This design comes from an exercise in tuning for small area, a short achievable clock period and few clock cycles on the open sky130 flow, not from production work. In this exercise RTL edits were held to simulation tests only and were not proved equivalent to the original.

==> run R: inputs <==
==> flow/design.v <==
module MM (
  input  wire [31:0] A,
  input  wire [31:0] B,
  input  wire [31:0] N,
  input  wire        force_sub,
  output wire [31:0] res
);
  wire [32:0] BN = {1'b0, B} + {1'b0, N};
  wire [32:0] Bx = {1'b0, B};
  wire [32:0] Nx = {1'b0, N[31:1], 1'b1};
  wire [31:0] S [0:32];
  wire [32:0] C [0:32];
  assign S[0] = 32'd0;
  assign C[0] = 33'd0;
  genvar i;
  generate
    for (i = 0; i < 32; i = i + 1) begin : row
      wire        q    = S[i][0] ^ C[i][0] ^ (A[i] & B[0]);
      wire        s_bn = A[i] & q;
      wire        s_b  = A[i] & ~q;
      wire        s_n  = ~A[i] & q;
      wire [32:0] sel  = ({33{s_bn}} & BN) | ({33{s_b}} & Bx) | ({33{s_n}} & Nx);
      wire [32:0] s3   = {1'b0, S[i]};
      wire [32:0] sum  = s3 ^ C[i] ^ sel;
      wire [32:0] cy   = (s3 & C[i]) | (s3 & sel) | (C[i] & sel);
      assign S[i+1] = sum[32:1];
      assign C[i+1] = {cy[32:1], s3[0] | C[i][0] | sel[0]};
    end
  endgenerate
  wire [32:0] T = {1'b0, S[32]} + C[32];
  wire [33:0] D = {1'b0, T} - {2'b00, N};
  assign res = (force_sub | ~D[33]) ? D[31:0] : T[31:0];
endmodule
module RSA (
  input  wire        clk,
  input  wire        rst_n,
  input  wire        exe,
  input  wire [31:0] data,
  output reg         en,
  output reg  [7:0]  addr,
  output wire [31:0] result,
  output reg  [1:0]  status,
  output reg         o_en
);
  localparam [3:0] IDLE = 4'd0,  LDN  = 4'd1,  LDK   = 4'd2,  FSUB = 4'd3,
                   SNI  = 4'd4,  DBL  = 4'd5,  SQR2  = 4'd6,  CIN  = 4'd7,
                   SQ   = 4'd8,  MUL  = 4'd9,  COUT  = 4'd10, LAST = 4'd11,
                   DONE = 4'd12;
  reg [3:0]  state;
  reg [5:0]  cnt;       
  reg [31:0] N;
  reg [31:0] key;
  reg [31:0] R2;        
  reg [31:0] base;      
  reg [31:0] acc;
  assign result = acc;
  reg [4:0] msb;
  integer k;
  always @* begin
    msb = 5'd0;
    for (k = 1; k < 32; k = k + 1)
      if (key[k]) msb = k[4:0];
  end
  wire key0 = (key == 32'd0);
  wire kbit = key[cnt[4:0]];
  reg  [31:0] opA;
  reg  [31:0] opB;
  always @* begin
    case (state)
      CIN:     opA = key0 ? 32'd1 : base;
      MUL:     opA = base;
      COUT:    opA = 32'd1;
      DBL:     opA = {acc[30:0], 1'b0};
      FSUB:    opA = 32'd0;
      default: opA = acc;
    endcase
    opB = (state == CIN) ? R2 : acc;
  end
  wire [31:0] mres;
  MM mm (.A(opA), .B(opB), .N(N), .force_sub(state == FSUB), .res(mres));
  always @(posedge clk or negedge rst_n) begin
    if (!rst_n) begin
      state  <= IDLE;
      en     <= 1'b0;
      addr   <= 8'd191;
      status <= 2'b00;
      o_en   <= 1'b0;
    end else begin
      en   <= 1'b1;
      o_en <= (state == COUT);
      case (state)
        IDLE: if (exe) begin state <= LDN; status <= 2'b01; end
        LDN:  begin state <= LDK; addr <= 8'd127; end
        LDK:  begin state <= FSUB; addr <= 8'd0; end
        FSUB: state <= N[31] ? DBL : SNI;
        SNI:  if (cnt == 6'd0) state <= DBL;
        DBL:  state <= SQR2;
        SQR2: if (cnt == 6'd0) begin state <= CIN; addr <= addr + 8'd1; end
        CIN:  state <= (msb == 5'd0) ? COUT : SQ;
        SQ:   if (kbit) state <= MUL;
              else if (cnt == 6'd0) state <= COUT;
        MUL:  state <= (cnt == 6'd0) ? COUT : SQ;
        COUT: begin
                addr  <= addr + 8'd1;
                state <= (addr == 8'd64) ? LAST : CIN;
              end
        LAST: begin state <= DONE; status <= 2'b11; end
        default: ;
      endcase
    end
  end
  always @(posedge clk) begin
    case (state)
      LDK:  N   <= data;
      FSUB: begin key <= data; cnt <= 6'd39; end
      SNI:  cnt <= cnt - 6'd1;
      DBL:  cnt <= 6'd4;
      SQR2: cnt <= cnt - 6'd1;
      CIN:  cnt <= {1'b0, msb - 5'd1};
      SQ:   if (!kbit) cnt <= cnt - 6'd1;
      MUL:  cnt <= cnt - 6'd1;
      default: ;
    endcase
    if (state == FSUB || state == SNI || state == DBL || state == SQR2 ||
        state == CIN || state == SQ || state == MUL || state == COUT)
      acc <= mres;
    if (state == SQR2)
      R2 <= mres;
    if (state == CIN)
      base <= mres;
    else if ((state == SQR2 && cnt == 6'd0) || state == COUT)
      base <= data;
  end
endmodule
==> flow/run.sh <==
#!/bin/bash
# synth_recipe.tcl (not shown) runs the flow's synth.tcl, then flattens the netlist and writes it again
# the make line also repeats each setting of config.mk as NAME=value (left out here)
make -C /OpenROAD-flow-scripts/flow DESIGN_CONFIG=/design/flow/config.mk WORK_HOME=/design/flow/orfs CLKGATE_MAP_FILE= SYNTH_SCRIPT=/design/flow/synth_recipe.tcl finish
==> flow/config.mk <==
export PLATFORM = sky130hd
export DESIGN_NAME = RSA
export DESIGN_NICKNAME = RSA
export VERILOG_FILES = /design/flow/design.v
export SDC_FILE = /design/flow/constraint.sdc
export NUM_CORES = 4
export LEC_CHECK = 0
export CAP_MARGIN = 20
export CORE_MARGIN = 2
export CORE_UTILIZATION = 40
export SLEW_MARGIN = 20
==> flow/constraint.sdc <==
create_clock -name core_clock -period 400.0 [get_ports {clk}]
set_input_delay 80.0000 -clock core_clock [delete_from_list [all_inputs] [get_ports {clk}]]
set_output_delay 80.0000 -clock core_clock [all_outputs]
set_load 0.01 [all_outputs]
==> inputs of run M, as changes to run R <==
==> flow/design.v, changed modules only <==
module RSA (
  input  wire        clk,
  input  wire        rst_n,
  input  wire        exe,
  input  wire [31:0] data,
  output reg         en,
  output reg  [7:0]  addr,
  output wire [31:0] result,
  output reg  [1:0]  status,
  output reg         o_en
);
  localparam [3:0] IDLE = 4'd0,  LDN  = 4'd1,  LDK  = 4'd2,  FSUB = 4'd3,
                   SNI  = 4'd4,  DBL  = 4'd5,  SQR2 = 4'd6,  CIN  = 4'd7,
                   PSQ  = 4'd8,  PMUL = 4'd9,  SQ   = 4'd10, SQ2  = 4'd11,
                   MULB = 4'd12, MUL3 = 4'd13, COUT = 4'd14, LAST = 4'd15;
  reg [3:0]  state;
  reg        done;
  reg [5:0]  cnt;       
  reg [31:0] N;
  reg [31:0] key;
  reg [31:0] R2;        
  reg [31:0] base;      
  reg [31:0] b3;        
  reg [31:0] acc;
  assign result = acc;
  reg [4:0] msb;
  integer k;
  always @* begin
    msb = 5'd0;
    for (k = 1; k < 32; k = k + 1)
      if (key[k]) msb = k[4:0];
  end
  wire key0  = (key == 32'd0);
  wire kbit  = key[cnt[4:0]];
  wire kbit1 = key[cnt[4:0] - 5'd1];
  wire last  = (cnt == 6'd0);
  reg  [31:0] opA;
  reg  [31:0] opB;
  always @* begin
    case (state)
      CIN:       opA = key0 ? 32'd1 : base;
      PMUL, MULB: opA = base;
      MUL3:      opA = b3;
      COUT:      opA = 32'd1;
      DBL:       opA = {acc[30:0], 1'b0};
      FSUB:      opA = 32'd0;
      default:   opA = acc;
    endcase
    opB = (state == CIN) ? R2 : acc;
  end
  wire [31:0] mres;
  MM mm (.A(opA), .B(opB), .N(N), .force_sub(state == FSUB), .res(mres));
  always @(posedge clk or negedge rst_n) begin
    if (!rst_n) begin
      state  <= IDLE;
      done   <= 1'b0;
      en     <= 1'b0;
      addr   <= 8'd191;
      status <= 2'b00;
      o_en   <= 1'b0;
    end else begin
      en   <= 1'b1;
      o_en <= (state == COUT);
      case (state)
        IDLE: if (exe && !done) begin state <= LDN; status <= 2'b01; end
        LDN:  begin state <= LDK; addr <= 8'd127; end
        LDK:  begin state <= FSUB; addr <= 8'd0; end
        FSUB: state <= N[31] ? DBL : SNI;
        SNI:  if (last) state <= DBL;
        DBL:  state <= SQR2;
        SQR2: if (last) begin state <= CIN; addr <= addr + 8'd1; end
        CIN:  state <= (msb == 5'd0) ? COUT : PSQ;
        PSQ:  state <= PMUL;
        PMUL: state <= last ? COUT : SQ;
        SQ:   if (kbit) state <= (!last && kbit1) ? SQ2 : MULB;
              else if (last) state <= COUT;
        SQ2:  state <= MUL3;
        MULB, MUL3: state <= last ? COUT : SQ;
        COUT: begin
                addr  <= addr + 8'd1;
                state <= (addr == 8'd64) ? LAST : CIN;
              end
        LAST: begin state <= IDLE; done <= 1'b1; status <= 2'b11; end
        default: ;
      endcase
    end
  end
  always @(posedge clk) begin
    case (state)
      LDK:  N   <= data;
      FSUB: begin key <= data; cnt <= 6'd39; end
      DBL:  cnt <= 6'd4;
      CIN:  cnt <= {1'b0, msb - 5'd1};
      SNI, SQR2, PMUL, MULB, MUL3: cnt <= cnt - 6'd1;
      SQ:   if (!kbit || (!last && kbit1)) cnt <= cnt - 6'd1;
      default: ;
    endcase
    if (!(state == PMUL && !kbit))
      acc <= mres;
    if (state == SQR2)
      R2 <= mres;
    if (state == PMUL)
      b3 <= mres;
    if (state == CIN)
      base <= mres;
    else if ((state == SQR2 && last) || state == COUT)
      base <= data;
  end
endmodule
- ABC_AREA: unset -> 1
==> reports/qor.csv <==
metric,value,unit
status,no timing/DRC/antenna violations,
slowest_stage,dfstp_2,
place_area,0.0525,mm²
fin_nets,6657,
crit_family,flip-flops,
cts_buffer_depth,3,
-- figures above: run M

==> reports/qor.csv <==
metric,value,unit
crit_family,buffers and inverters,
pre_cts_ws,318.63,ns
status,no timing/DRC/antenna violations,
cts_buffer_depth,2,
whs_path_depth,2,
-- figures above: run R

Testbench counts of run R, summed over its fixed seeds: cycles 60,360.
Testbench counts of run M, summed over its fixed seeds: cycles 55,688.

---

==> inputs of v9 <==
Another version of the RTL of RSA (not shown whole).
// RSA
module RSA (
  input  wire        clk,
  input  wire        rst_n,
  input  wire        exe,
  input  wire [31:0] data,
  output reg         en,
  output reg  [7:0]  addr,
  output wire [31:0] result,
  output reg  [1:0]  status,
  output reg         o_en
);
export LEC_CHECK = 0
export CAP_MARGIN = 20
export CORE_MARGIN = 2
export CORE_UTILIZATION = 40
export SLEW_MARGIN = 20
export SYNTH_HIERARCHICAL = 1
export SYNTH_MINIMUM_KEEP_SIZE = 0
create_clock -name core_clock -period 400.0 [get_ports {clk}]
run.sh (not shown) runs the stock make flow with config.mk's settings and CLKGATE_MAP_FILE= SYNTH_SCRIPT=/design/flow/synth_recipe.tcl, a recipe that flattens the netlist after the stock synthesis.
==> v21: changes against v9 <==
==> flow/design.v (replaced) <==
module MM (
  input  wire [31:0] A,
  input  wire [31:0] B,
  input  wire [31:0] N,
  input  wire        force_sub,
  output wire [31:0] res
);
  wire [32:0] BN;
  wire [32:0] bnc;
  assign bnc[0] = 1'b0;
  genvar k;
  generate
    for (k = 0; k < 32; k = k + 1) begin : bn_add
      MMfa f (.a(B[k]), .b(N[k]), .c(bnc[k]), .sum(BN[k]), .cy(bnc[k+1]));
    end
  endgenerate
  assign BN[32] = bnc[32];
  wire [32:0] Bx = {1'b0, B};
  wire [32:0] Nx = {1'b0, N[31:1], 1'b1};
  wire        q0   = A[0] & B[0];
  wire [32:0] sel0 = ({33{A[0] & q0}} & BN) | ({33{A[0] & ~q0}} & Bx) | ({33{~A[0] & q0}} & Nx);
  wire [31:0] S1   = sel0[32:1];
  wire        q1   = S1[0] ^ (A[1] & B[0]);
  wire [32:0] sel1 = ({33{A[1] & q1}} & BN) | ({33{A[1] & ~q1}} & Bx) | ({33{~A[1] & q1}} & Nx);
  wire [32:0] sum1 = {1'b0, S1} ^ sel1;
  wire [32:0] cy1  = {1'b0, S1} & sel1;
  wire [31:0] nS [2:32];
  wire [32:0] nC [2:32];
  assign nS[2] = ~sum1[32:1];
  assign nC[2] = ~{cy1[32:1], S1[0] | sel1[0]};
  genvar i, j;
  generate
    for (i = 2; i < 32; i = i + 1) begin : row
      wire        q    = nS[i][0] ^ nC[i][0] ^ (A[i] & B[0]);
      wire        s_bn, s_b, s_n;
      MMdec dh (.a(A[i]), .q(q), .s_bn(s_bn), .s_b(s_b), .s_n(s_n));
      wire [32:0] nsum;
      wire [32:0] ncy;
      assign ncy[0] = nS[i][0] & nC[i][0];
      for (j = 1; j < 32; j = j + 1) begin : col
        wire nsel;
        if (j == 1) begin : lo
          MMsel1 us (.a(A[i]), .q(q), .bn(BN[j]), .b(B[j]), .n(N[j]), .nsel(nsel));
        end else begin : hi
          MMsel us (.s_bn(s_bn), .s_b(s_b), .s_n(s_n), .bn(BN[j]), .b(B[j]), .n(N[j]),
                    .nsel(nsel));
        end
        MMfa  uf (.a(nS[i][j]), .b(nC[i][j]), .c(nsel), .sum(nsum[j]), .cy(ncy[j]));
      end
      wire nsel32 = ~(s_bn & BN[32]);
      assign nsum[32] = ~(nC[i][32] ^ nsel32);
      assign ncy[32]  = nC[i][32] | nsel32;
      assign nsum[0]  = 1'b1;
      assign nS[i+1] = nsum[32:1];
      assign nC[i+1] = ncy;
    end
  endgenerate
  wire [32:0] tS;
  wire [32:0] tc;
  assign tc[0] = 1'b1;
  generate
    for (k = 0; k < 32; k = k + 1) begin : t_add
      MMfa f (.a(nS[32][k]), .b(nC[32][k]), .c(tc[k]), .sum(tS[k]), .cy(tc[k+1]));
    end
  endgenerate
  assign tS[32] = ~(nC[32][32] ^ tc[32]);
  wire [31:0] y;
  wire [32:0] yc;
  assign yc[0] = 1'b0;
  generate
    for (k = 0; k < 32; k = k + 1) begin : d_add
      MMfa f (.a(tS[k]), .b(N[k]), .c(yc[k]), .sum(y[k]), .cy(yc[k+1]));
    end
  endgenerate
  wire ge = ~(tS[32] & yc[32]);
  assign res = (force_sub | ge) ? ~y : ~tS[31:0];
endmodule
module MMdec (
  input  wire a,
  input  wire q,
  output wire s_bn,
  output wire s_b,
  output wire s_n
);
  assign s_bn = a & q;
  assign s_b  = a & ~q;
  assign s_n  = ~a & q;
endmodule
module MMsel1 (
  input  wire a,
  input  wire q,
  input  wire bn,
  input  wire b,
  input  wire n,
  output wire nsel
);
  assign nsel = ~((q & a & bn) | (q & ~a & n) | (~q & a & b));
endmodule
module MMsel (
  input  wire s_bn,
  input  wire s_b,
  input  wire s_n,
  input  wire bn,
  input  wire b,
  input  wire n,
  output wire nsel
);
  assign nsel = ~((s_bn & bn) | (s_b & b) | (s_n & n));
endmodule
module MMfa (
  input  wire a,
  input  wire b,
  input  wire c,
  output wire sum,
  output wire cy
);
  assign sum = a ^ b ^ c;
  assign cy  = (a & b) | (a & c) | (b & c);
endmodule
module RSA (
  input  wire        clk,
  input  wire        rst_n,
  input  wire        exe,
  input  wire [31:0] data,
  output reg         en,
  output reg  [7:0]  addr,
  output wire [31:0] result,
  output reg  [1:0]  status,
  output reg         o_en
);
  localparam [3:0] IDLE = 4'd0,  LDN  = 4'd1,  LDK  = 4'd2,  FSUB = 4'd3,
                   SNI  = 4'd4,  DBL  = 4'd5,  SQR2 = 4'd6,  CIN  = 4'd7,
                   PSQ  = 4'd8,  PMUL = 4'd9,  SQ   = 4'd10, SQ2  = 4'd11,
                   MULB = 4'd12, MUL3 = 4'd13, COUT = 4'd14, LAST = 4'd15;
  reg [3:0]  state;
  reg        done;
  reg [5:0]  cnt;       
  reg [31:0] N;
  reg [31:0] key;
  reg [31:0] R2;        
  reg [31:0] base;      
  reg [31:0] b3;        
  reg [31:0] acc;
  assign result = acc;
  reg [4:0] msb;
  integer k;
  always @* begin
    msb = 5'd0;
    for (k = 1; k < 32; k = k + 1)
      if (key[k]) msb = k[4:0];
  end
  wire key0  = (key == 32'd0);
  wire kbit  = key[cnt[4:0]];
  wire kbit1 = key[cnt[4:0] - 5'd1];
  wire last  = (cnt == 6'd0);
  wire one   = (cnt == 6'd1);
  wire kshort = (msb == 5'd0);    
  reg  [31:0] opA;
  reg  [31:0] opB;
  always @* begin
    case (state)
      CIN:       opA = key0 ? 32'd1 : base;
      PMUL, MULB: opA = base;
      MUL3:      opA = b3;
      COUT:      opA = 32'd1;
      DBL:       opA = {acc[30:0], 1'b0};
      FSUB:      opA = 32'd0;
      default:   opA = acc;
    endcase
    opB = (state == CIN) ? R2 : acc;
  end
  wire [31:0] mres;
  MM mm (.A(opA), .B(opB), .N(N), .force_sub(state == FSUB), .res(mres));
  always @(posedge clk or negedge rst_n) begin
    if (!rst_n) begin
      state  <= IDLE;
      done   <= 1'b0;
      en     <= 1'b0;
      addr   <= 8'd191;
      status <= 2'b00;
      o_en   <= 1'b0;
    end else begin
      en   <= 1'b1;
      o_en <= (state == COUT) || (state == MULB && last);
      case (state)
        IDLE: if (exe && !done) begin state <= LDN; status <= 2'b01; end
        LDN:  begin state <= LDK; addr <= 8'd127; end
        LDK:  begin state <= FSUB; addr <= 8'd0; end
        FSUB: state <= N[31] ? DBL : SNI;
        SNI:  if (last) state <= DBL;
        DBL:  state <= SQR2;
        SQR2: if (last) state <= CIN;
        CIN:  begin
                state <= PSQ;
                if (msb[4:1] == 4'd0) addr <= addr + 8'd1;
              end
        PSQ:  state <= PMUL;
        PMUL: begin
                state <= last ? COUT : SQ;
                if (one) addr <= addr + 8'd1;
              end
        SQ:   begin
                if (kbit) state <= (!last && kbit1) ? SQ2 : MULB;
                else if (last) state <= COUT;
                if (one && (!kbit || kbit1)) addr <= addr + 8'd1;
              end
        SQ2:  state <= MUL3;
        MUL3: begin
                state <= last ? COUT : SQ;
                if (one) addr <= addr + 8'd1;
              end
        MULB: begin
                if (last) state <= (addr == 8'd64) ? LAST : CIN;
                else      state <= SQ;
                if (one) addr <= addr + 8'd1;
              end
        COUT: state <= (addr == 8'd64) ? LAST : CIN;
        LAST: begin state <= IDLE; done <= 1'b1; status <= 2'b11; end
        default: ;
      endcase
    end
  end
  always @(posedge clk) begin
    case (state)
      LDK:  N   <= data;
      FSUB: begin key <= data; cnt <= 6'd39; end
      DBL:  cnt <= 6'd4;
      CIN:  cnt <= kshort ? 6'd0 : {1'b0, msb - 5'd1};
      SNI, SQR2, PMUL, MULB, MUL3: cnt <= cnt - 6'd1;
      SQ:   if (!kbit || (!last && kbit1)) cnt <= cnt - 6'd1;
      default: ;
    endcase
    if (!(state == PMUL && !kbit) && !((state == PSQ || state == PMUL) && kshort))
      acc <= mres;
    if (state == SQR2)
      R2 <= mres;
    if (state == PMUL)
      b3 <= mres;
    if (state == CIN)
      base <= mres;
    else if ((state == SQR2 && last) || state == COUT || (state == MULB && last) ||
             (state == SQ && last && kbit))
      base <= data;
  end
endmodule
==> summary.txt <==
                                                                                v9             v21
Status                                            no timing/DRC/antenna violations  no timing/DRC/antenna violations
Core Footprint                                                         0.117 sq mm     0.110 sq mm
Total length of routed met2 wires                                    82100 microns   75000 microns
Worst path setup slack after routing                                     318.35 ns       318.33 ns
Standard-cell rows                                                             125             122
Distinct cells, synth                                                           95              73
Met2 track utilization from global routing                                   0.462           0.454
Area growth from synthesis to layout                                         8.68%           9.69%
Worst EP arrival                                                           1.66 ns         1.67 ns
Fraction of cell area in non-clock buffers                                  0.0368          0.0409
Portion of synthesized cell area occupied by the leading cell type           0.409           0.463
Mux share of post-synthesis cell area                                       0.0228          0.0404
Well-tap cell count                                                           1524            1488
Final min period                                                          81.65 ns        81.67 ns
Final WL                                                            168000 microns  155000 microns
Vertical die dimension                                                 347 microns     337 microns
Hold Path Stages                                                                 1               2
Max-slew headroom at the worst pin                                           0.258           0.273
Count of multi-input gates                                                    3485            3020
Total Die Area                                                         0.121 sq mm     0.114 sq mm
Testbench counts of v9, summed over its fixed seeds: cycles 55,688.
Testbench counts of v21, summed over its fixed seeds: cycles 54,984.

## port drivers added, routing unchanged
No port has a modelled driver above. Below, the same layouts with a new extraction and two added sets of constraints.
Step 1 sets driving cells, clkbuf_16 on the clock port and buf_2 on the other inputs (assumed; they add their load-dependent delay and slew).
Step 2 moves the port delays by t, midway between the first and last clock arrival at a register: inputs arrive t later, outputs are due t later. That takes back most of the time a late clock gives input paths.
Slacks: no drivers / after step 1 / after step 2; pairs: no drivers / after step 1.
| run | t (ns) | setup slack, ns | hold slack, ns | worst setup path after step 2 |
|---|---|---|---|---|
| run R | 0.483 | 318.360 / 318.320 / 318.622 | 0.487 / 0.487 / 0.487 | input to register |
| run M | 0.592 | 318.351 / 318.302 / 318.894 | 0.471 / 0.471 / 0.471 | register to output |
| v9 | 0.550 | 318.345 / 318.299 / 318.456 | 0.482 / 0.482 / 0.482 | input to register |
| v21 | 0.550 | 318.329 / 318.283 / 318.638 | 0.485 / 0.485 / 0.485 | input to register |
After both steps every run listed still meets setup and hold.
